Source: an optimization exercise on an open RTL-to-GDS flow (aim: small area, a short achievable clock period and few clock cycles). Production flows keep margins and buffers that such runs may drop. Function was not checked in any run shown here: the RTL went through the layout flow alone.

===== flow/run.sh =====
#!/bin/bash
# synth_recipe.tcl (not shown) runs the flow's synth.tcl, then flattens the netlist and writes it again
# the make line also repeats each setting of config.mk as NAME=value (left out here)
make -C /OpenROAD-flow-scripts/flow DESIGN_CONFIG=/design/flow/config.mk WORK_HOME=/design/flow/orfs CLKGATE_MAP_FILE= SYNTH_SCRIPT=/design/flow/synth_recipe.tcl finish

===== flow/design.v =====
`timescale 1ns/1ns
module Controller(input clk, rst, start, compare, flag, output InitYin, InitW1, InitW2, InitB, InitFlag, InitAlpha, LdX1, LdX2, LdT, Select2, LdYin, LdFlag, LdAlphaT, LdW1, LdW2, LdB,ReadEn,Ready, output [1:0] Select1, Sel1, Sel2);
	reg initYin, initW1, initW2, initB, initFlag, initAlpha, ldX1, ldX2, ldT, select2, ldYin, ldFlag, ldAlphaT, ldW1, ldW2, ldB;
	reg [1:0] select1, sel1, sel2;
	reg [3:0] ns, ps;
	reg ldCnt, cntDown;
	reg readEn, ready;
	wire co;
	reg [7:0] Cout;
	always@(ps, start, co, compare, flag)begin
		ns = 4'b0;
		case(ps)
			4'b0000: begin
				ns = (start)? 4'b0001 : 4'b0000;
			  end
			4'b0001: begin
				ns = 4'b0010;
				end
			4'b0010: begin
				ns = 4'b0011;
				end
			4'b0011: begin
				ns = 4'b0100;
				end
			4'b0100: begin
				ns = 4'b0101;
				end
			4'b0101: begin
				ns = compare ? 4'b0110 : 4'b1010;
				end
			4'b0110: begin
				ns = 4'b0111;
				end
			4'b0111: begin
				ns = 4'b1000;
				end
			4'b1000: begin
				ns = 4'b1001;
				end
			4'b1001: begin
				ns = 4'b1010;
				end
			4'b1010: begin
				ns = (co == 0) ? 4'b0010 : 
				     (flag == 1) ? 4'b1011 : 
				     (flag == 0) ? 4'b0000 : 4'b1010;
				end
			4'b1011: begin
			  ns = 4'b0010;
			  end
			default: ns = 4'b0000;
		endcase
	end
	always@(ps)begin
		{initYin, initW1, initW2, initB, initFlag, ldCnt, initAlpha, ldX1, ldX2, ldT, cntDown, select2, ldYin, ldFlag, ldAlphaT, ldW1, ldW2, ldB} = 18'b0;
		readEn = 1'b0;
		ready = 1'b0;
		select1 = 2'b0;
		sel1 = 2'b0;
		sel2 = 2'b0;
		case(ps)
			4'b0000: begin
				ready = 1;
			  end
			4'b0001: begin
				initW1 = 1;
				initW2 = 1;
				initB = 1;
				initYin = 1;
				ldCnt = 1;
				initAlpha = 1;
				end
			4'b0010: begin
				ldX1 = 1;
				ldX2 = 1;
				ldT = 1;
				cntDown = 1;
				readEn = 1;
				end
			4'b0011: begin
				sel1 = 2'b00;
				sel2 = 2'b01;
				select1 = 2'b01;
				select2 = 1;
				ldYin = 1;
				end
			4'b0100: begin
				sel1 = 2'b01;
				sel2 = 2'b10;
				select1 = 2'b00;
				select2 = 1;
				ldYin = 1;
				end
			4'b0101: begin
				end
			4'b0110: begin
				sel1 = 2'b10;
				sel2 = 2'b0;
				ldAlphaT = 1;
				ldFlag = 1;
				end
			4'b0111: begin
				sel1 = 2'b11;
				sel2 = 2'b01;
				select2 = 1;
				select1 = 2'b10;
				ldW1 = 1;
				end
			4'b1000: begin
				sel1 = 2'b11;
				sel2 = 2'b10;
				select2 = 1;
				select1 = 2'b11;
				ldW2 = 1;
				end
			4'b1001: begin
				select2 = 0;
				select1 = 2'b01;
				ldB = 1;
				end
			4'b1010: begin
				end
			4'b1011: begin
			  ldCnt = 1;
			  initFlag = 1;
			  end
		endcase
	end
	always@(posedge clk,posedge rst)begin
		if(rst) ps <= 4'b0000;
		else ps <= ns;
	end
	always@(posedge clk, posedge rst)begin
	  if(rst)
	    Cout = 8'b11001000;
	  else begin
	    if(ldCnt) Cout <= 8'b11001000;
	    else if(cntDown) Cout <= Cout - 1;
	  end
  end
  assign co = ~|{Cout};
  assign InitYin = initYin;
  assign InitW1 = initW1;
  assign InitW2 = initW2;
  assign InitB = initB;
  assign InitFlag = initFlag;
  assign LdCnt = ldCnt;
  assign InitAlpha = initAlpha;
  assign LdX1 = ldX1;
  assign LdX2 = ldX2;
  assign LdT = ldT;
  assign CntDown = cntDown;
  assign Select1 = select1;
  assign Select2 = select2;
  assign LdYin = ldYin;
  assign LdFlag = ldFlag;
  assign LdAlphaT = ldAlphaT;
  assign LdW1 = ldW1;
  assign LdW2 = ldW2;
  assign LdB = ldB;
  assign Sel1 = sel1;
  assign Sel2 = sel2;
  assign ReadEn = readEn;
  assign Ready = ready;
endmodule
`timescale 1ns/1ns
module FlagReg(input clk,rst,loadData,initVal, output out);
  reg outData;
  assign out = outData;
  always@(posedge clk, posedge rst)begin
    if(rst) outData <= 1'b0;
    else
    begin
      if(initVal) outData <= 1'b0;
      else
    begin
    if (loadData) outData <= 1'b1;
    else outData <= outData;
    end
  end
  end
endmodule
`timescale 1ns/1ns
module Reg2bit(input clk,rst,loadData,initVal, input [1:0] inData, output[1:0] out);
  reg [1:0] outData;
  assign out = outData;
  always@(posedge clk, posedge rst)begin
    if(rst) outData <= 2'b0;
    else
    begin
      if(initVal) outData <= 2'b0;
      else
    begin
    if (loadData) outData <= inData;
    else outData <= outData;
    end
  end
  end
endmodule
`timescale 1ns/1ns
module Reg3bit(input clk,rst,loadData,initVal, input [2:0] inData, output[2:0] out);
  reg [2:0] outData;
  assign out = outData;
  always@(posedge clk, posedge rst)begin
    if(rst) outData <= 3'b0;
    else
    begin
      if(initVal) outData <= 3'b0;
      else
    begin
    if (loadData) outData <= inData;
    else outData <= outData;
    end
  end
  end
endmodule
`timescale 1ns/1ns
module Reg7bit(input clk,rst,loadData,initVal, input [6:0] inData, output[6:0] out);
  reg [6:0] outData;
  assign out = outData;
  always@(posedge clk, posedge rst)begin
    if(rst) outData <= 7'b0;
    else
    begin
      if(initVal) outData <= 7'b0;
      else
    begin
    if (loadData) outData <= inData;
    else outData <= outData;
    end
  end
  end
endmodule
`timescale 1ns/1ns
module Reg14bit(input clk,rst,loadData,initVal, input [13:0] inData, output[13:0] out);
  reg [13:0] outData;
  assign out = outData;
  always@(posedge clk, posedge rst)begin
    if(rst) outData <= 14'b0;
    else
    begin
      if(initVal) outData <= 14'b0;
      else
    begin
    if (loadData) outData <= inData;
    else outData <= outData;
    end
  end
  end
endmodule
`timescale 1ns/1ns
module Mux2to1(input select, input [13:0]in1,in2, output [13:0]MuxOut);
  assign MuxOut = ~select ? in1 : in2;
endmodule
`timescale 1ns/1ns
module Mux4to1(input [1:0]select, input [13:0]in1,in2,in3,in4, output [13:0]MuxOut);
  assign MuxOut = select==2'b00 ? in1 :
          select==2'b01 ? in2 :
          select==2'b10 ? in3 :
          select==2'b11 ? in4 : 14'bz;
endmodule
`timescale 1ns/1ns
module adder( input [13:0] op1, op2, output [13:0] result );
  assign result = op1 + op2;
endmodule
`timescale 1ns/1ns
module multiplier( input [13:0] op1, op2, output [13:0] result );
  wire [27:0] w;
  wire signed [13:0] operand1,operand2;
  assign operand1 = op1;
  assign operand2 = op2;
  assign w = operand1 * operand2;
  assign result = w[21:8];
endmodule
`timescale 1ns/1ns
module DataPath(input clk,rst, input [6:0] x1Data,x2Data, input [1:0] tData, input InitYin, InitW1, InitW2, InitB, InitFlag, InitAlpha, LdX1, LdX2, LdT, Select2, LdYin, LdFlag, LdAlphaT, LdW1, LdW2, LdB, input [1:0]  Select1, Sel1, Sel2, output compare, flag, output[1:0] signYin, output[13:0] w1,w2,b,Yin);
  wire [6:0] x1,x2;
  wire [1:0] t;
  wire [2:0] alpha,alphaT;
  wire [13:0] AddOut,MultOut,MultOp1,MultOp2,AddOp1,AddOp2;
  wire [13:0] castedT,castedAlphaT,castedAlpha,castedX1,castedX2;
  assign castedT = t[1] ? {4'b1111, t, 8'b0}: {4'b0, t, 8'b0};
  assign castedAlphaT = alphaT[2] ? {5'b11111, alphaT, 6'b0}: {5'b0, alphaT, 6'b0};
  assign castedAlpha = alpha[2] ? {5'b11111, alpha, 6'b0}: {5'b0, alpha, 6'b0};
  assign castedX1 = x1[6] ? {3'b111, x1, 4'b0}: {3'b0, x1, 4'b0};
  assign castedX2 = x2[6] ? {3'b111, x2, 4'b0}: {3'b0, x2, 4'b0};
  FlagReg FLAG(clk,rst,LdFlag,InitFlag, flag);
  Reg2bit T(clk,rst,LdT,1'b0,tData,t);
  Reg3bit ALPHA(clk,rst,InitAlpha,1'b0,3'b011, alpha);
  Reg3bit ALPHAT(clk,rst,LdAlphaT,1'b0,MultOut[8:6], alphaT);
  Reg7bit X1(clk,rst,LdX1,1'b0,x1Data, x1);
  Reg7bit X2(clk,rst,LdX2,1'b0,x2Data, x2);
  Reg14bit W1(clk,rst,LdW1,InitW1,AddOut, w1);
  Reg14bit W2(clk,rst,LdW2,InitW2,AddOut, w2);
  Reg14bit B (clk,rst,LdB,InitB,AddOut, b);
  Reg14bit YIN (clk,rst,LdYin,InitYin,AddOut, Yin);
  Mux4to1 MULTOP1(Sel1,w1,w2,castedT,castedAlphaT, MultOp1);
  Mux4to1 MULTOP2(Sel2,castedAlpha,castedX1,castedX2,14'b0, MultOp2);
  Mux4to1 ADDOP1(Select1,Yin,b,w1,w2, AddOp1);
  Mux2to1 ADDOP2(Select2,castedAlphaT,MultOut, AddOp2);
  multiplier MULTIPLIER(MultOp1,MultOp2, MultOut);
  adder ADDER(AddOp1,AddOp2, AddOut);
  assign compare = (Yin == 14'b0) ? 1 : (Yin[13] ^ t[1]);
  assign signYin = Yin[13] ? 2'b11 : 2'b01;  
endmodule
`timescale 1ns/1ns
module LearningMachine(input clk,rst, start, input [6:0] x1Data,x2Data, input [1:0] tData, output[1:0] signYin, output[13:0] w1,w2,b,Yin,output ReadEn, Ready);
  reg busy, rdEn, valid, xlast, flag;
  reg [7:0] cnt;
  reg [6:0] x1, x2;
  reg t;
  reg [11:0] u1, u2;
  reg [7:0] v;
  reg [13:0] yReg;
  wire bo1;
  wire bt2;
  wire n3;
  wire n4;
  wire n5;
  wire n6;
  wire n7;
  wire n8;
  wire n9;
  wire n10;
  wire n11;
  wire n12;
  wire n13;
  wire n14;
  wire n15;
  wire bo16;
  wire bt17;
  wire n18;
  wire n19;
  wire n20;
  wire n21;
  wire n22;
  wire n23;
  wire n24;
  wire n25;
  wire n26;
  wire n27;
  wire n28;
  wire n29;
  wire n30;
  wire bo31;
  wire bt32;
  wire n33;
  wire n34;
  wire n35;
  wire n36;
  wire n37;
  wire n38;
  wire n39;
  wire n40;
  wire n41;
  wire n42;
  wire n43;
  wire n44;
  wire bo45;
  wire bt46;
  wire n47;
  wire n48;
  wire n49;
  wire n50;
  wire n51;
  wire n52;
  wire n53;
  wire n54;
  wire n55;
  wire n56;
  wire n57;
  wire n58;
  wire n59;
  wire n60;
  wire bo61;
  wire bt62;
  wire n63;
  wire n64;
  wire n65;
  wire n66;
  wire n67;
  wire n68;
  wire n69;
  wire n70;
  wire n71;
  wire n72;
  wire n73;
  wire n74;
  wire n75;
  wire bo76;
  wire bt77;
  wire n78;
  wire n79;
  wire n80;
  wire n81;
  wire n82;
  wire n83;
  wire n84;
  wire n85;
  wire n86;
  wire n87;
  wire n88;
  wire n89;
  wire n90;
  wire bo91;
  wire bt92;
  wire n93;
  wire n94;
  wire n95;
  wire n96;
  wire n97;
  wire n98;
  wire n99;
  wire n100;
  wire n101;
  wire n102;
  wire n103;
  wire n104;
  wire bo105;
  wire bt106;
  wire n107;
  wire n108;
  wire n109;
  wire n110;
  wire n111;
  wire n112;
  wire n113;
  wire n114;
  wire n115;
  wire n116;
  wire n117;
  wire n118;
  wire n119;
  wire n120;
  wire s121;
  wire c122;
  wire s123;
  wire c124;
  wire s125;
  wire c126;
  wire s127;
  wire c128;
  wire s129;
  wire c130;
  wire s131;
  wire c132;
  wire s133;
  wire c134;
  wire s135;
  wire c136;
  wire s137;
  wire c138;
  wire s139;
  wire c140;
  wire s141;
  wire c142;
  wire s143;
  wire c144;
  wire s145;
  wire c146;
  wire s147;
  wire c148;
  wire s149;
  wire c150;
  wire s151;
  wire c152;
  wire s153;
  wire c154;
  wire s155;
  wire c156;
  wire s157;
  wire c158;
  wire s159;
  wire c160;
  wire s161;
  wire c162;
  wire s163;
  wire c164;
  wire s165;
  wire c166;
  wire s167;
  wire c168;
  wire s169;
  wire c170;
  wire s171;
  wire c172;
  wire s173;
  wire c174;
  wire s175;
  wire c176;
  wire s177;
  wire c178;
  wire s179;
  wire c180;
  wire s181;
  wire c182;
  wire s183;
  wire c184;
  wire s185;
  wire c186;
  wire s187;
  wire c188;
  wire s189;
  wire c190;
  wire s191;
  wire c192;
  wire s193;
  wire c194;
  wire s195;
  wire c196;
  wire s197;
  wire c198;
  wire s199;
  wire c200;
  wire s201;
  wire c202;
  wire s203;
  wire c204;
  wire s205;
  wire c206;
  wire s207;
  wire c208;
  wire s209;
  wire c210;
  wire s211;
  wire c212;
  wire s213;
  wire c214;
  wire s215;
  wire c216;
  wire s217;
  wire c218;
  wire s219;
  wire c220;
  wire s221;
  wire c222;
  wire s223;
  wire c224;
  wire s225;
  wire c226;
  wire s227;
  wire c228;
  wire s229;
  wire c230;
  wire s231;
  wire c232;
  wire s233;
  wire c234;
  wire s235;
  wire c236;
  wire s237;
  wire c238;
  wire s239;
  wire c240;
  wire s241;
  wire c242;
  wire s243;
  wire c244;
  wire s245;
  wire c246;
  wire s247;
  wire c248;
  wire s249;
  wire c250;
  wire s251;
  wire c252;
  wire s253;
  wire c254;
  wire s255;
  wire c256;
  wire s257;
  wire c258;
  wire s259;
  wire c260;
  wire s261;
  wire c262;
  wire s263;
  wire c264;
  wire s265;
  wire c266;
  wire s267;
  wire c268;
  wire s269;
  wire c270;
  wire s271;
  wire c272;
  wire s273;
  wire c274;
  wire s275;
  wire c276;
  wire s277;
  wire c278;
  wire s279;
  wire c280;
  wire s281;
  wire c282;
  wire s283;
  wire c284;
  wire s285;
  wire c286;
  wire s287;
  wire c288;
  wire s289;
  wire c290;
  assign bo1 = x1[0] ^ 1'b0;
  assign bt2 = (x1[1] & ~x1[0] & ~1'b0) | (~x1[1] & x1[0] & 1'b0);
  assign n3 = ((bo1 & u1[0]) | (bt2 & 1'b0)) ^ x1[1];
  assign n4 = ((bo1 & u1[1]) | (bt2 & u1[0])) ^ x1[1];
  assign n5 = ((bo1 & u1[2]) | (bt2 & u1[1])) ^ x1[1];
  assign n6 = ((bo1 & u1[3]) | (bt2 & u1[2])) ^ x1[1];
  assign n7 = ((bo1 & u1[4]) | (bt2 & u1[3])) ^ x1[1];
  assign n8 = ((bo1 & u1[5]) | (bt2 & u1[4])) ^ x1[1];
  assign n9 = ((bo1 & u1[6]) | (bt2 & u1[5])) ^ x1[1];
  assign n10 = ((bo1 & u1[7]) | (bt2 & u1[6])) ^ x1[1];
  assign n11 = ((bo1 & u1[8]) | (bt2 & u1[7])) ^ x1[1];
  assign n12 = ((bo1 & u1[9]) | (bt2 & u1[8])) ^ x1[1];
  assign n13 = ((bo1 & u1[10]) | (bt2 & u1[9])) ^ x1[1];
  assign n14 = ((bo1 & u1[11]) | (bt2 & u1[10])) ^ x1[1];
  assign n15 = ~(((bo1 & u1[11]) | (bt2 & u1[11])) ^ x1[1]);
  assign bo16 = x1[2] ^ x1[1];
  assign bt17 = (x1[3] & ~x1[2] & ~x1[1]) | (~x1[3] & x1[2] & x1[1]);
  assign n18 = ((bo16 & u1[0]) | (bt17 & 1'b0)) ^ x1[3];
  assign n19 = ((bo16 & u1[1]) | (bt17 & u1[0])) ^ x1[3];
  assign n20 = ((bo16 & u1[2]) | (bt17 & u1[1])) ^ x1[3];
  assign n21 = ((bo16 & u1[3]) | (bt17 & u1[2])) ^ x1[3];
  assign n22 = ((bo16 & u1[4]) | (bt17 & u1[3])) ^ x1[3];
  assign n23 = ((bo16 & u1[5]) | (bt17 & u1[4])) ^ x1[3];
  assign n24 = ((bo16 & u1[6]) | (bt17 & u1[5])) ^ x1[3];
  assign n25 = ((bo16 & u1[7]) | (bt17 & u1[6])) ^ x1[3];
  assign n26 = ((bo16 & u1[8]) | (bt17 & u1[7])) ^ x1[3];
  assign n27 = ((bo16 & u1[9]) | (bt17 & u1[8])) ^ x1[3];
  assign n28 = ((bo16 & u1[10]) | (bt17 & u1[9])) ^ x1[3];
  assign n29 = ((bo16 & u1[11]) | (bt17 & u1[10])) ^ x1[3];
  assign n30 = ~(((bo16 & u1[11]) | (bt17 & u1[11])) ^ x1[3]);
  assign bo31 = x1[4] ^ x1[3];
  assign bt32 = (x1[5] & ~x1[4] & ~x1[3]) | (~x1[5] & x1[4] & x1[3]);
  assign n33 = ((bo31 & u1[0]) | (bt32 & 1'b0)) ^ x1[5];
  assign n34 = ((bo31 & u1[1]) | (bt32 & u1[0])) ^ x1[5];
  assign n35 = ((bo31 & u1[2]) | (bt32 & u1[1])) ^ x1[5];
  assign n36 = ((bo31 & u1[3]) | (bt32 & u1[2])) ^ x1[5];
  assign n37 = ((bo31 & u1[4]) | (bt32 & u1[3])) ^ x1[5];
  assign n38 = ((bo31 & u1[5]) | (bt32 & u1[4])) ^ x1[5];
  assign n39 = ((bo31 & u1[6]) | (bt32 & u1[5])) ^ x1[5];
  assign n40 = ((bo31 & u1[7]) | (bt32 & u1[6])) ^ x1[5];
  assign n41 = ((bo31 & u1[8]) | (bt32 & u1[7])) ^ x1[5];
  assign n42 = ((bo31 & u1[9]) | (bt32 & u1[8])) ^ x1[5];
  assign n43 = ((bo31 & u1[10]) | (bt32 & u1[9])) ^ x1[5];
  assign n44 = ((bo31 & u1[11]) | (bt32 & u1[10])) ^ x1[5];
  assign bo45 = x1[6] ^ x1[5];
  assign bt46 = (x1[6] & ~x1[6] & ~x1[5]) | (~x1[6] & x1[6] & x1[5]);
  assign n47 = ((bo45 & u1[0]) | (bt46 & 1'b0)) ^ x1[6];
  assign n48 = ((bo45 & u1[1]) | (bt46 & u1[0])) ^ x1[6];
  assign n49 = ((bo45 & u1[2]) | (bt46 & u1[1])) ^ x1[6];
  assign n50 = ((bo45 & u1[3]) | (bt46 & u1[2])) ^ x1[6];
  assign n51 = ((bo45 & u1[4]) | (bt46 & u1[3])) ^ x1[6];
  assign n52 = ((bo45 & u1[5]) | (bt46 & u1[4])) ^ x1[6];
  assign n53 = ((bo45 & u1[6]) | (bt46 & u1[5])) ^ x1[6];
  assign n54 = ((bo45 & u1[7]) | (bt46 & u1[6])) ^ x1[6];
  assign n55 = ((bo45 & u1[8]) | (bt46 & u1[7])) ^ x1[6];
  assign n56 = ((bo45 & u1[9]) | (bt46 & u1[8])) ^ x1[6];
  assign n57 = n3 ^ x1[1];
  assign n58 = n3 & x1[1];
  assign n59 = n4 ^ n58;
  assign n60 = n4 & n58;
  assign bo61 = x2[0] ^ 1'b0;
  assign bt62 = (x2[1] & ~x2[0] & ~1'b0) | (~x2[1] & x2[0] & 1'b0);
  assign n63 = ((bo61 & u2[0]) | (bt62 & 1'b0)) ^ x2[1];
  assign n64 = ((bo61 & u2[1]) | (bt62 & u2[0])) ^ x2[1];
  assign n65 = ((bo61 & u2[2]) | (bt62 & u2[1])) ^ x2[1];
  assign n66 = ((bo61 & u2[3]) | (bt62 & u2[2])) ^ x2[1];
  assign n67 = ((bo61 & u2[4]) | (bt62 & u2[3])) ^ x2[1];
  assign n68 = ((bo61 & u2[5]) | (bt62 & u2[4])) ^ x2[1];
  assign n69 = ((bo61 & u2[6]) | (bt62 & u2[5])) ^ x2[1];
  assign n70 = ((bo61 & u2[7]) | (bt62 & u2[6])) ^ x2[1];
  assign n71 = ((bo61 & u2[8]) | (bt62 & u2[7])) ^ x2[1];
  assign n72 = ((bo61 & u2[9]) | (bt62 & u2[8])) ^ x2[1];
  assign n73 = ((bo61 & u2[10]) | (bt62 & u2[9])) ^ x2[1];
  assign n74 = ((bo61 & u2[11]) | (bt62 & u2[10])) ^ x2[1];
  assign n75 = ~(((bo61 & u2[11]) | (bt62 & u2[11])) ^ x2[1]);
  assign bo76 = x2[2] ^ x2[1];
  assign bt77 = (x2[3] & ~x2[2] & ~x2[1]) | (~x2[3] & x2[2] & x2[1]);
  assign n78 = ((bo76 & u2[0]) | (bt77 & 1'b0)) ^ x2[3];
  assign n79 = ((bo76 & u2[1]) | (bt77 & u2[0])) ^ x2[3];
  assign n80 = ((bo76 & u2[2]) | (bt77 & u2[1])) ^ x2[3];
  assign n81 = ((bo76 & u2[3]) | (bt77 & u2[2])) ^ x2[3];
  assign n82 = ((bo76 & u2[4]) | (bt77 & u2[3])) ^ x2[3];
  assign n83 = ((bo76 & u2[5]) | (bt77 & u2[4])) ^ x2[3];
  assign n84 = ((bo76 & u2[6]) | (bt77 & u2[5])) ^ x2[3];
  assign n85 = ((bo76 & u2[7]) | (bt77 & u2[6])) ^ x2[3];
  assign n86 = ((bo76 & u2[8]) | (bt77 & u2[7])) ^ x2[3];
  assign n87 = ((bo76 & u2[9]) | (bt77 & u2[8])) ^ x2[3];
  assign n88 = ((bo76 & u2[10]) | (bt77 & u2[9])) ^ x2[3];
  assign n89 = ((bo76 & u2[11]) | (bt77 & u2[10])) ^ x2[3];
  assign n90 = ~(((bo76 & u2[11]) | (bt77 & u2[11])) ^ x2[3]);
  assign bo91 = x2[4] ^ x2[3];
  assign bt92 = (x2[5] & ~x2[4] & ~x2[3]) | (~x2[5] & x2[4] & x2[3]);
  assign n93 = ((bo91 & u2[0]) | (bt92 & 1'b0)) ^ x2[5];
  assign n94 = ((bo91 & u2[1]) | (bt92 & u2[0])) ^ x2[5];
  assign n95 = ((bo91 & u2[2]) | (bt92 & u2[1])) ^ x2[5];
  assign n96 = ((bo91 & u2[3]) | (bt92 & u2[2])) ^ x2[5];
  assign n97 = ((bo91 & u2[4]) | (bt92 & u2[3])) ^ x2[5];
  assign n98 = ((bo91 & u2[5]) | (bt92 & u2[4])) ^ x2[5];
  assign n99 = ((bo91 & u2[6]) | (bt92 & u2[5])) ^ x2[5];
  assign n100 = ((bo91 & u2[7]) | (bt92 & u2[6])) ^ x2[5];
  assign n101 = ((bo91 & u2[8]) | (bt92 & u2[7])) ^ x2[5];
  assign n102 = ((bo91 & u2[9]) | (bt92 & u2[8])) ^ x2[5];
  assign n103 = ((bo91 & u2[10]) | (bt92 & u2[9])) ^ x2[5];
  assign n104 = ((bo91 & u2[11]) | (bt92 & u2[10])) ^ x2[5];
  assign bo105 = x2[6] ^ x2[5];
  assign bt106 = (x2[6] & ~x2[6] & ~x2[5]) | (~x2[6] & x2[6] & x2[5]);
  assign n107 = ((bo105 & u2[0]) | (bt106 & 1'b0)) ^ x2[6];
  assign n108 = ((bo105 & u2[1]) | (bt106 & u2[0])) ^ x2[6];
  assign n109 = ((bo105 & u2[2]) | (bt106 & u2[1])) ^ x2[6];
  assign n110 = ((bo105 & u2[3]) | (bt106 & u2[2])) ^ x2[6];
  assign n111 = ((bo105 & u2[4]) | (bt106 & u2[3])) ^ x2[6];
  assign n112 = ((bo105 & u2[5]) | (bt106 & u2[4])) ^ x2[6];
  assign n113 = ((bo105 & u2[6]) | (bt106 & u2[5])) ^ x2[6];
  assign n114 = ((bo105 & u2[7]) | (bt106 & u2[6])) ^ x2[6];
  assign n115 = ((bo105 & u2[8]) | (bt106 & u2[7])) ^ x2[6];
  assign n116 = ((bo105 & u2[9]) | (bt106 & u2[8])) ^ x2[6];
  assign n117 = n63 ^ x2[1];
  assign n118 = n63 & x2[1];
  assign n119 = n64 ^ n118;
  assign n120 = n64 & n118;
  assign s121 = n9 ^ n22;
  assign c122 = n9 & n22;
  assign s123 = n5 ^ n18 ^ x1[3];
  assign c124 = (n5 & n18) | (n5 & x1[3]) | (n18 & x1[3]);
  assign s125 = n7 ^ n20 ^ n33;
  assign c126 = (n7 & n20) | (n7 & n33) | (n20 & n33);
  assign s127 = n8 ^ n21;
  assign c128 = n8 & n21;
  assign s129 = s121 ^ n35 ^ n47;
  assign c130 = (s121 & n35) | (s121 & n47) | (n35 & n47);
  assign s131 = x1[6] ^ n69 ^ n82;
  assign c132 = (x1[6] & n69) | (x1[6] & n82) | (n69 & n82);
  assign s133 = c122 ^ n10 ^ n23;
  assign c134 = (c122 & n10) | (c122 & n23) | (n10 & n23);
  assign s135 = n36 ^ n48 ^ n70;
  assign c136 = (n36 & n48) | (n36 & n70) | (n48 & n70);
  assign s137 = n83 ^ n96;
  assign c138 = n83 & n96;
  assign s139 = n11 ^ n24 ^ n37;
  assign c140 = (n11 & n24) | (n11 & n37) | (n24 & n37);
  assign s141 = n49 ^ n71 ^ n84;
  assign c142 = (n49 & n71) | (n49 & n84) | (n71 & n84);
  assign s143 = n97 ^ n109 ^ v[0];
  assign c144 = (n97 & n109) | (n97 & v[0]) | (n109 & v[0]);
  assign s145 = n12 ^ n25 ^ n38;
  assign c146 = (n12 & n25) | (n12 & n38) | (n25 & n38);
  assign s147 = n50 ^ n72 ^ n85;
  assign c148 = (n50 & n72) | (n50 & n85) | (n72 & n85);
  assign s149 = n98 ^ n110 ^ v[1];
  assign c150 = (n98 & n110) | (n98 & v[1]) | (n110 & v[1]);
  assign s151 = n13 ^ n26 ^ n39;
  assign c152 = (n13 & n26) | (n13 & n39) | (n26 & n39);
  assign s153 = n51 ^ n73 ^ n86;
  assign c154 = (n51 & n73) | (n51 & n86) | (n73 & n86);
  assign s155 = n99 ^ n111 ^ v[2];
  assign c156 = (n99 & n111) | (n99 & v[2]) | (n111 & v[2]);
  assign s157 = n14 ^ n27 ^ n40;
  assign c158 = (n14 & n27) | (n14 & n40) | (n27 & n40);
  assign s159 = n52 ^ n74 ^ n87;
  assign c160 = (n52 & n74) | (n52 & n87) | (n74 & n87);
  assign s161 = n100 ^ n112 ^ v[3];
  assign c162 = (n100 & n112) | (n100 & v[3]) | (n112 & v[3]);
  assign s163 = n15 ^ n28 ^ n41;
  assign c164 = (n15 & n28) | (n15 & n41) | (n28 & n41);
  assign s165 = n53 ^ n75 ^ n88;
  assign c166 = (n53 & n75) | (n53 & n88) | (n75 & n88);
  assign s167 = n101 ^ n113 ^ v[4];
  assign c168 = (n101 & n113) | (n101 & v[4]) | (n113 & v[4]);
  assign s169 = n29 ^ n42 ^ n54;
  assign c170 = (n29 & n42) | (n29 & n54) | (n42 & n54);
  assign s171 = n89 ^ n102 ^ n114;
  assign c172 = (n89 & n102) | (n89 & n114) | (n102 & n114);
  assign s173 = v[5] ^ 1'b1;
  assign c174 = v[5] & 1'b1;
  assign s175 = n30 ^ n43 ^ n55;
  assign c176 = (n30 & n43) | (n30 & n55) | (n43 & n55);
  assign s177 = n90 ^ n103 ^ n115;
  assign c178 = (n90 & n103) | (n90 & n115) | (n103 & n115);
  assign s179 = v[6] ^ 1'b1;
  assign c180 = v[6] & 1'b1;
  assign s181 = n44 ^ n56 ^ n104;
  assign c182 = (n44 & n56) | (n44 & n104) | (n56 & n104);
  assign s183 = s123 ^ n60 ^ n65;
  assign c184 = (s123 & n60) | (s123 & n65) | (n60 & n65);
  assign s185 = c124 ^ n6 ^ n19;
  assign c186 = (c124 & n6) | (c124 & n19) | (n6 & n19);
  assign s187 = s125 ^ x1[5] ^ n67;
  assign c188 = (s125 & x1[5]) | (s125 & n67) | (x1[5] & n67);
  assign s189 = n80 ^ n93;
  assign c190 = n80 & n93;
  assign s191 = c126 ^ s127 ^ n34;
  assign c192 = (c126 & s127) | (c126 & n34) | (s127 & n34);
  assign s193 = n68 ^ n81 ^ n94;
  assign c194 = (n68 & n81) | (n68 & n94) | (n81 & n94);
  assign s195 = c128 ^ s129 ^ s131;
  assign c196 = (c128 & s129) | (c128 & s131) | (s129 & s131);
  assign s197 = n95 ^ n107 ^ x2[6];
  assign c198 = (n95 & n107) | (n95 & x2[6]) | (n107 & x2[6]);
  assign s199 = c130 ^ c132 ^ s133;
  assign c200 = (c130 & c132) | (c130 & s133) | (c132 & s133);
  assign s201 = s135 ^ s137 ^ n108;
  assign c202 = (s135 & s137) | (s135 & n108) | (s137 & n108);
  assign s203 = c134 ^ c136 ^ c138;
  assign c204 = (c134 & c136) | (c134 & c138) | (c136 & c138);
  assign s205 = s139 ^ s141 ^ s143;
  assign c206 = (s139 & s141) | (s139 & s143) | (s141 & s143);
  assign s207 = c140 ^ c142 ^ c144;
  assign c208 = (c140 & c142) | (c140 & c144) | (c142 & c144);
  assign s209 = s145 ^ s147 ^ s149;
  assign c210 = (s145 & s147) | (s145 & s149) | (s147 & s149);
  assign s211 = c146 ^ c148 ^ c150;
  assign c212 = (c146 & c148) | (c146 & c150) | (c148 & c150);
  assign s213 = s151 ^ s153 ^ s155;
  assign c214 = (s151 & s153) | (s151 & s155) | (s153 & s155);
  assign s215 = c152 ^ c154 ^ c156;
  assign c216 = (c152 & c154) | (c152 & c156) | (c154 & c156);
  assign s217 = s157 ^ s159 ^ s161;
  assign c218 = (s157 & s159) | (s157 & s161) | (s159 & s161);
  assign s219 = c158 ^ c160 ^ c162;
  assign c220 = (c158 & c160) | (c158 & c162) | (c160 & c162);
  assign s221 = s163 ^ s165 ^ s167;
  assign c222 = (s163 & s165) | (s163 & s167) | (s165 & s167);
  assign s223 = c164 ^ c166 ^ c168;
  assign c224 = (c164 & c166) | (c164 & c168) | (c166 & c168);
  assign s225 = s169 ^ s171 ^ s173;
  assign c226 = (s169 & s171) | (s169 & s173) | (s171 & s173);
  assign s227 = c170 ^ c172 ^ c174;
  assign c228 = (c170 & c172) | (c170 & c174) | (c172 & c174);
  assign s229 = s175 ^ s177 ^ s179;
  assign c230 = (s175 & s177) | (s175 & s179) | (s177 & s179);
  assign s231 = c176 ^ c178 ^ c180;
  assign c232 = (c176 & c178) | (c176 & c180) | (c178 & c180);
  assign s233 = s181 ^ n116 ^ v[7];
  assign c234 = (s181 & n116) | (s181 & v[7]) | (n116 & v[7]);
  assign s235 = s183 ^ n78;
  assign c236 = s183 & n78;
  assign s237 = c184 ^ s185 ^ n66;
  assign c238 = (c184 & s185) | (c184 & n66) | (s185 & n66);
  assign s239 = c186 ^ s187 ^ s189;
  assign c240 = (c186 & s187) | (c186 & s189) | (s187 & s189);
  assign s241 = c188 ^ c190 ^ s191;
  assign c242 = (c188 & c190) | (c188 & s191) | (c190 & s191);
  assign s243 = c192 ^ c194 ^ s195;
  assign c244 = (c192 & c194) | (c192 & s195) | (c194 & s195);
  assign s245 = c196 ^ c198 ^ s199;
  assign c246 = (c196 & c198) | (c196 & s199) | (c198 & s199);
  assign s247 = c200 ^ c202 ^ s203;
  assign c248 = (c200 & c202) | (c200 & s203) | (c202 & s203);
  assign s249 = c204 ^ c206 ^ s207;
  assign c250 = (c204 & c206) | (c204 & s207) | (c206 & s207);
  assign s251 = c208 ^ c210 ^ s211;
  assign c252 = (c208 & c210) | (c208 & s211) | (c210 & s211);
  assign s253 = c212 ^ c214 ^ s215;
  assign c254 = (c212 & c214) | (c212 & s215) | (c214 & s215);
  assign s255 = c216 ^ c218 ^ s219;
  assign c256 = (c216 & c218) | (c216 & s219) | (c218 & s219);
  assign s257 = c220 ^ c222 ^ s223;
  assign c258 = (c220 & c222) | (c220 & s223) | (c222 & s223);
  assign s259 = c224 ^ c226 ^ s227;
  assign c260 = (c224 & c226) | (c224 & s227) | (c226 & s227);
  assign s261 = c228 ^ c230 ^ s231;
  assign c262 = (c228 & c230) | (c228 & s231) | (c230 & s231);
  assign s263 = s235 ^ x2[3];
  assign c264 = s235 & x2[3];
  assign s265 = c236 ^ s237 ^ n79;
  assign c266 = (c236 & s237) | (c236 & n79) | (s237 & n79);
  assign s267 = c238 ^ s239 ^ x2[5];
  assign c268 = (c238 & s239) | (c238 & x2[5]) | (s239 & x2[5]);
  assign s269 = c240 ^ s241 ^ s193;
  assign c270 = (c240 & s241) | (c240 & s193) | (s241 & s193);
  assign s271 = c242 ^ s243 ^ s197;
  assign c272 = (c242 & s243) | (c242 & s197) | (s243 & s197);
  assign s273 = c244 ^ s245 ^ s201;
  assign c274 = (c244 & s245) | (c244 & s201) | (s245 & s201);
  assign s275 = c246 ^ s247 ^ s205;
  assign c276 = (c246 & s247) | (c246 & s205) | (s247 & s205);
  assign s277 = c248 ^ s249 ^ s209;
  assign c278 = (c248 & s249) | (c248 & s209) | (s249 & s209);
  assign s279 = c250 ^ s251 ^ s213;
  assign c280 = (c250 & s251) | (c250 & s213) | (s251 & s213);
  assign s281 = c252 ^ s253 ^ s217;
  assign c282 = (c252 & s253) | (c252 & s217) | (s253 & s217);
  assign s283 = c254 ^ s255 ^ s221;
  assign c284 = (c254 & s255) | (c254 & s221) | (s255 & s221);
  assign s285 = c256 ^ s257 ^ s225;
  assign c286 = (c256 & s257) | (c256 & s225) | (s257 & s225);
  assign s287 = c258 ^ s259 ^ s229;
  assign c288 = (c258 & s259) | (c258 & s229) | (s259 & s229);
  assign s289 = c260 ^ s261 ^ s233;
  assign c290 = (c260 & s261) | (c260 & s233) | (s261 & s233);
  wire [13:0] ya = {c288, c286, c284, c282, c280, c278, c276, c274, c272, c270, c268, c266, c264, s263};
  wire [13:0] yb = {s289, s287, s285, s283, s281, s279, s277, s275, s273, s271, s269, s267, s265, n120};
  wire [13:0] y = ya + yb;
  wire [13:0] zx = ya ^ yb ^ {ya[12:0] | yb[12:0], 1'b0};
  wire yzero = ~|zx;
  wire mis = yzero | (y[13] ^ t);
  wire upd = valid & mis;
  wire [11:0] x1e = {{5{x1[6]}}, x1};
  wire [11:0] x2e = {{5{x2[6]}}, x2};
  wire [11:0] d1 = x1e + {x1e[10:0], 1'b0};
  wire [11:0] d2 = x2e + {x2e[10:0], 1'b0};
  wire [11:0] u1n = u1 + (d1 ^ {12{t}}) + {11'd0, t};
  wire [11:0] u2n = u2 + (d2 ^ {12{t}}) + {11'd0, t};
  wire [7:0]  vn  = t ? v - 8'd3 : v + 8'd3;
  wire last = (cnt == 8'd199);
  always @(posedge clk, posedge rst) begin
    if (rst) begin
      busy <= 1'b0; rdEn <= 1'b0; valid <= 1'b0; xlast <= 1'b0; flag <= 1'b0;
      cnt <= 8'd0; x1 <= 7'd0; x2 <= 7'd0; t <= 1'b0;
      u1 <= 12'd0; u2 <= 12'd0; v <= 8'd0; yReg <= 14'd0;
    end else begin
      yReg <= y;
      if (!busy) begin
        if (start) begin
          busy <= 1'b1; rdEn <= 1'b1; valid <= 1'b0; xlast <= 1'b0; flag <= 1'b0;
          cnt <= 8'd0; u1 <= 12'd0; u2 <= 12'd0; v <= 8'd0;
        end
      end else begin
        valid <= rdEn;
        if (rdEn) begin
          x1 <= x1Data; x2 <= x2Data; t <= tData[1];
          xlast <= last;
          cnt <= last ? 8'd0 : cnt + 8'd1;
        end
        if (upd) begin
          u1 <= u1n; u2 <= u2n; v <= vn;
        end
        if (rdEn && last) begin
          flag <= 1'b0;
          rdEn <= flag | upd;
        end else if (!rdEn && xlast) begin
          if (valid) begin
            rdEn <= mis;
            busy <= mis;
          end
        end else if (upd && !xlast) begin
          flag <= 1'b1;
        end
      end
    end
  end
  assign w1 = {u1, 2'b00};
  assign w2 = {u2, 2'b00};
  assign b = {v, 6'b0};
  assign Yin = yReg;
  assign signYin = {yReg[13], 1'b1};
  assign ReadEn = rdEn;
  assign Ready = ~busy;
endmodule

===== flow/config.mk =====
export PLATFORM = sky130hd
export DESIGN_NAME = LearningMachine
export DESIGN_NICKNAME = LearningMachine
export VERILOG_FILES = /design/flow/design.v
export SDC_FILE = /design/flow/constraint.sdc
export NUM_CORES = 4
export LEC_CHECK = 0
export ABC_CLOCK_PERIOD_IN_PS = 5000
export CAP_MARGIN = 20
export CORE_MARGIN = 2
export CORE_UTILIZATION = 40
export SETUP_SLACK_MARGIN = 5
export SLEW_MARGIN = 20

===== flow/constraint.sdc =====
create_clock -name core_clock -period 12.0 [get_ports {clk}]
set_input_delay 2.4000 -clock core_clock [delete_from_list [all_inputs] [get_ports {clk}]]
set_output_delay 2.4000 -clock core_clock [all_outputs]
set_load 0.01 [all_outputs]

==> impl_metrics.ini, run 1 <==
[outcome]
run_status = finished clean

[synthesis]
synthMuxAreaShare = 0.0569
synth_cell_types = 62
syn_area_um2 = 9240
yosys.area_share.xor_xnor = 0.146
synth-simple-area-share = 0.0738
synth-seq-cells = 74
yosysWarningCount = 2
synth_cells = 984
synth-seq-area-share = 0.200
synth.top_cell.area_share = 0.200
ys_top_cells_by_area = dfrtp_1 (20%), fa_1 (16%), xnor2_1 (11%)
yosys_most_used_dff = dfrtp_1
syn_avg_cell_area_um2 = 9.39
yosysTopAreaCell = dfrtp_1
synthTopCellsByCount = inv_1 (124), xnor2_1 (118), ha_1 (82), fa_1 (76), dfrtp_1 (74)
yosysMostFrequentCell = inv_1
synthArstFlopShare = 1.00
synthAdderAreaFrac = 0.276
synth-edff-count = 0
synth_top_family_by_area = adder cells
synth_compound_area_frac = 0.152

[drt]
drt-total-wl_um = 22200
via_per_inst = 5.34
routedWlPerCell_um = 17.2
detail_route.drc_violations = 0
first_iter_violations = 393
drt_pass1_iterations = 5
ant_nets = 0
num_vias = 6909

[sta]
finalSetupTns_ps = 0
fin_crit_sh = 0.558
fin_crit_ps = 6690
grt_setup_unrepaired = no
maxSlewViolCount = 0
worst_slack_ps = 5310
finalSetupViolCount = 0
finClkSkew_ps = 10.6
whs_ps = 500
slew_headroom = 0.290
clock.fmax_ghz = 0.149
hold_violations = 0
worst_pin_slew_ps = 1060

[floorplanning]
ios = 79
die_w_um = 156
die_area_um2 = 24300
placementRows = 55
core_um2 = 22600
start_util = 0.408
die_y_um = 156

[placed_design]
dpl_cell_area_um2 = 9960
dp_hpwl_um = 16600
preCtsSetupSlack_ps = 4070
gp_congestion = 0.845
io_buffers = 66

[clock_tree]
cts_buffers = 9
max-clock-path-buffers = 2
clk_latency_ps = 360
cts.clk_slew.worst_paths_ps = 70
h-tree-depth = 3
cts_hold_buf = 0
cts_root_buf = clkbuf_16
cts.sinks = 74
cts_tree = built

[global_routing]
grt_pass1_wl_um = 36200
grt_max_degree = 75
antenna_found_initial = 0
grt-ovfl-total = 0
grt_pass1_vias = 6818
grt_use_total = 0.191

[job]
max_cap_viol_count = 0

[setup_path]
startpoint_type = flop
arrival_ps = 6930
max_stage_delay_ps = 600
crit_path_frequent_cell = fa_1
cpMaxStageDelayCell = fa_1
worst-path-buf-inv = 4
path_max_fanout = 46
crit_chain = buf_4 > ha_1 > mux2_4 > a22oi_2 > xnor2_1 > ha_1 > inv_1 > fa_1 > fa_1 > fa_1 > inv_1 > fa_1 > ha_2 > and2_4 > a221o_1 > a221oi_2 > nand2_2 > a311oi_2 > o22ai_2 > or2_4 > buf_12 > nand2_1 > mux2_2
cp-end-kind = flop
crit_family = adder cells
worstSetupPathType = flop to flop
critPathRequiredTime_ps = 12240

[cells_and_area]
nNetsFinal = 1182
syn_to_final_growth_pct = 12.9
antenna_cells = 0
drive_gt1_frac = 0.0802
fin_area_um2 = 10400

[hold_path]
hold_path_class = flop to flop
-- placed cells by master, fill, tap and decap left out, types with 3 or more instances in the layout --
| master | netlist | routed |
|---|---|---|
| a21o_1 | 18 | 18 |
| xnor2_1 | 118 | 118 |
| nand2_1 | 26 | 25 |
| and2_1 | 3 | 3 |
| nor2b_1 | 9 | 9 |
| or3_1 | 3 | 3 |
| clkbuf_16 | 0 | 9 |
| nand4_1 | 6 | 6 |
| clkdlybuf4s50_1 | 0 | 66 |
| mux2_2 | 30 | 29 |
| o41ai_1 | 5 | 5 |
| fa_1 | 76 | 76 |
| a21oi_1 | 32 | 32 |
| dfrtp_1 | 74 | 70 |
| conb_1 | 2 | 11 |
| bufinv_16 | 0 | 3 |
| buf_4 | 16 | 9 |
| nand3_1 | 33 | 33 |
| and3_1 | 6 | 6 |
| mux2i_1 | 15 | 15 |
| ha_1 | 82 | 79 |
| xor2_1 | 33 | 33 |
| o31ai_1 | 8 | 8 |
| clkinv_4 | 0 | 3 |
| o21a_1 | 4 | 4 |
| nor3_1 | 12 | 12 |
| o21ai_0 | 44 | 44 |
| a22oi_1 | 64 | 63 |
| o21bai_1 | 11 | 11 |
| nor2_1 | 27 | 27 |
| inv_1 | 124 | 123 |
-- cell type report --
class                      count  area (µm²)
fill                        2156       12200
multi-input combinational    714        6590
sequential                    74        1860
timing repair buffer          79         798
inverter                     127         479
tap                          285         357
clock buffer                   9         225
clock inverter                 7         125
-- flip-flops by register name (all words and copies together) (netlist names), 7 cells and up --
| signal | count |
|---|---|
| x1 | 7 |
| cnt | 8 |
| v | 8 |
| x2 | 7 |
| yReg | 14 |
| u2 | 12 |
| u1 | 12 |
-- worst paths after layout --
path,endpoint,depth (start not counted),start,slack [ps]
max in group asynchronous,x1[3],4,rst,8950
min in group asynchronous,cnt[7],3,rst,2420
max,u2[4],23,x1[3],5310
min,cnt[7],1,cnt[7],500
max reg2reg,u2[4],23,x1[3],5310
min reg2reg,cnt[7],1,cnt[7],500
-- worst register-to-register path, stage by stage, from the launching register on --
cell,delay [ps]
dfrtp_4,510
buf_4,160
ha_1,170
mux2_4,340
a22oi_2,150
xnor2_1,140
ha_1,160
inv_1,60
fa_1,450
fa_1,480
fa_1,600
inv_1,70
fa_1,530
ha_2,320
and2_4,180
a221o_1,350
a221oi_2,300
nand2_2,130
a311oi_2,300
o22ai_2,180
or2_4,300
buf_12,180
nand2_1,180
mux2_2,340
-- repair_timing --
item | CTS | global route
pin swaps | 0 | 3
endpoints found under the setup margin | 33 | 26
resized for setup | 8 | 14
buffers inserted | 3 | 1
-- metrics by stage --
stage | std cells | util
floorplan | 993 | -
global placement | 1274 | 0.440
detailed placement | 1274 | 0.440
CTS | 1293 | 0.457
global route | 1295 | 0.461
finish | 1295 | 0.461
-- logic make-up after synthesis --
logic type               count (synthesis)
AO/OA/AOI/OAI                          208
buffers and inverters                  205
AND/OR/NAND/NOR                        137
multiplexers                            48
XOR/XNOR                               152
flip-flops                              74
other                                    2
adder cells (fa/ha/maj)                158
-- per-layer routing --
| layer | vias up | GRT usage | routed length (µm) |
|---|---|---|---|
| li1 | 3325 | - | - |
| met1 | 3393 | 0.267 | 10700 |
| met2 | 153 | 0.302 | 10100 |
| met3 | 38 | 0.0208 | 746 |
| met4 | 0 | 0.0782 | 701 |
| met5 | - | 0 | 0 |
==> run 2: changes to the inputs <==
--- a/flow/config.mk
+++ b/flow/config.mk
@@ -6,8 +6,6 @@
 export NUM_CORES = 4
 export LEC_CHECK = 0
-export ABC_CLOCK_PERIOD_IN_PS = 5000
 export CAP_MARGIN = 20
 export CORE_MARGIN = 2
 export CORE_UTILIZATION = 40
-export SETUP_SLACK_MARGIN = 5
 export SLEW_MARGIN = 20
==> impl_metrics.ini, run 2 <==
[synthesis]
yosysWarningCount = 2
yosys.area_share.xor_xnor = 0.146
synth-seq-area-share = 0.200
synthTopCellsByCount = inv_1 (124), xnor2_1 (118), ha_1 (82), fa_1 (76), dfrtp_1 (74)
synth-edff-count = 0
synth_top_family_by_area = adder cells
synth-seq-cells = 74
syn_area_um2 = 9240
synth_cell_types = 62
synth_compound_area_frac = 0.152
syn_avg_cell_area_um2 = 9.39
yosysTopAreaCell = dfrtp_1
synthArstFlopShare = 1.00
synthMuxAreaShare = 0.0569
ys_top_cells_by_area = dfrtp_1 (20%), fa_1 (16%), xnor2_1 (11%)
synth.top_cell.area_share = 0.200
synth-simple-area-share = 0.0738
synth_cells = 984
yosys_most_used_dff = dfrtp_1
synthAdderAreaFrac = 0.276
yosysMostFrequentCell = inv_1

[floorplanning]
ios = 79
placementRows = 55
die_area_um2 = 24300
start_util = 0.408
die_y_um = 156
core_um2 = 22600
die_w_um = 156

[setup_path]
crit_family = adder cells
cp-end-kind = flop
reg2reg_setup_slack_ps = 4020
worst-path-buf-inv = 4
worstSetupPathType = flop to flop
critPathRequiredTime_ps = 12250
path_max_fanout = 46
startpoint_type = flop
max_stage_delay_ps = 820
arrival_ps = 8230
crit_chain = clkinv_1 > ha_1 > mux2_2 > a22oi_1 > xnor2_1 > ha_1 > inv_1 > fa_1 > fa_1 > fa_1 > inv_1 > fa_1 > ha_1 > and2_4 > a221o_1 > a221oi_2 > nand2_1 > a31o_2 > o22ai_2 > or2_2 > buf_4 > mux2_1 > a21o_1
cpMaxStageDelayCell = dfrtp_1
crit_path_frequent_cell = fa_1

[cells_and_area]
syn_to_final_growth_pct = 12.0
fin_cells = 1292
nNetsFinal = 1179
largest_reg_flops = 14
top_register = yReg
drive_gt1_frac = 0.0665
antenna_cells = 0
layout_common_cells = inv_1 (123), xnor2_1 (118), ha_1 (82)
final_common_cell = inv_1
top_regs = yReg: 14 flops, u1: 12 flops, u2: 12 flops

[placed_design]
preCtsSetupSlack_ps = 4070
gp_congestion = 0.845
dp_cells = 1274
io_buffers = 66
dp_hpwl_um = 16600

[sta]
finalSetupTns_ps = 0
finClkSkew_ps = 9.93
worst_slack_ps = 4020
maxSlewViolCount = 0
fin_crit_sh = 0.665
hold_violations = 0
slew_headroom = 0.443
grt_setup_unrepaired = no
fin_crit_ps = 7980
worst_pin_slew_ps = 835
clock.fmax_ghz = 0.125
finalSetupViolCount = 0

[drt]
first_iter_violations = 348
detail_route.drc_violations = 0
ant_nets = 0
drt_pass1_iterations = 5
num_vias = 6864
via_per_inst = 5.31
routedWlPerCell_um = 17.0
drt-total-wl_um = 22000

[global_routing]
antenna_found_initial = 0
grt_max_degree = 75
grt_pass1_wl_um = 36000
grt-ovfl-total = 0
grt_use_total = 0.190
grt_pass1_vias = 6792

[clock_tree]
clk_latency_ps = 360
cts_tree = built
cts_root_buf = clkbuf_16
post_cts_buffers = 0
h-tree-depth = 3
cts_resized = 0
cts.sinks = 74
cts_hold_buf = 0
cts.clk_slew.worst_paths_ps = 70
max-clock-path-buffers = 2
cts_buffers = 9

[job]
max_cap_viol_count = 0

[hold_path]
hold_path_class = flop to flop

[outcome]
run_status = finished clean
run 2: cell types whose count changed in the layout (fill, tap and decap cells not counted), moves of 2 or more:
cell and change:
ha_2 -2, ha_1 +3, buf_6 -2, dfrtp_4 -2, dfrtp_1 +4, dfrtp_2 -2
run 2: cell families (layout without fill, tap and decap cells):
logic type | Yosys count | after routing
muxes | 48 | 48
DFF | 74 | 74
AOI/OAI and AO/OA | 208 | 208
other | 2 | 11
buffers and inverters | 205 | 219
xor gates and xnor gates | 152 | 152
and+or+nand+nor | 137 | 137
adders and majority gates | 158 | 158
run 2: layout make-up:
cell class	instances	area [µm²]
inverters	127	478
multi-input cells	714	6550
flip-flops and latches	74	1850
clock buffers	9	225
well taps	285	357
clock inverters	7	125
fillers	2163	12300
repair buffers	76	763
run 2: final timing paths:
path	startpoint	to	cells after the start
worst min-delay path	cnt[7]	cnt[7]	1
worst min register to register	cnt[7]	cnt[7]	1
max in group asynchronous	rst	u1[0]	4
min in group asynchronous	rst	cnt[7]	3
worst max-delay path	x1[3]	u1[11]	23
worst max register to register	x1[3]	u1[11]	23
run 2: layer usage:
layer | track usage | vias to the layer above | wire [µm]
li1 | - | 3314 | -
met1 | 0.266 | 3360 | 10600
met2 | 0.300 | 152 | 9910
met3 | 0.0208 | 38 | 741
met4 | 0.0782 | 0 | 696
met5 | 0 | - | 0
run 2: worst reg2reg max path, stage by stage, from the launching register on:
cell,delay (ps)
dfrtp_1,820
clkinv_1,460
ha_1,300
mux2_2,370
a22oi_1,200
xnor2_1,150
ha_1,170
inv_1,60
fa_1,450
fa_1,470
fa_1,600
inv_1,70
fa_1,480
ha_1,390
and2_4,200
a221o_1,350
a221oi_2,260
nand2_1,160
a31o_2,280
o22ai_2,240
or2_2,370
buf_4,470
mux2_1,400
a21o_1,170
run 2: metrics by stage:
step	hold WS, ps	area [µm²]	util
after floorplan	445	9280	-
after global placement	485	9960	0.440
after detailed placement	488	9960	0.440
after CTS	500	10300	0.455
after global routing	527	10300	0.457
final	505	10300	0.457

## afterwards: timing with drivers on the ports
The flow's constraints put no driver on any port. The routed layouts listed below were extracted and timed again, unchanged, in two steps.
Step 1, drivers: a clkbuf_16 drives clk and a buf_2 each remaining input, both assumed.
Step 2 also shifts input and output timing later by t, the mid clock arrival at the registers, as if the neighbouring blocks saw the same clock.
a / b / c = ideal ports / drivers / drivers and shift; a / b = the first two.
run	t (ns)	slack for setup (ns)	hold slack, ns	worst setup path after step 2	clock arrival spread, ns
run 1	0.397	5.309 / 5.309 / 5.309	0.500 / 0.500 / 0.500	register to register	0.011 / 0.010
run 2	0.397	4.023 / 4.023 / 4.023	0.505 / 0.505 / 0.505	register to register	0.009 / 0.010
After both steps every run listed still meets setup and hold.
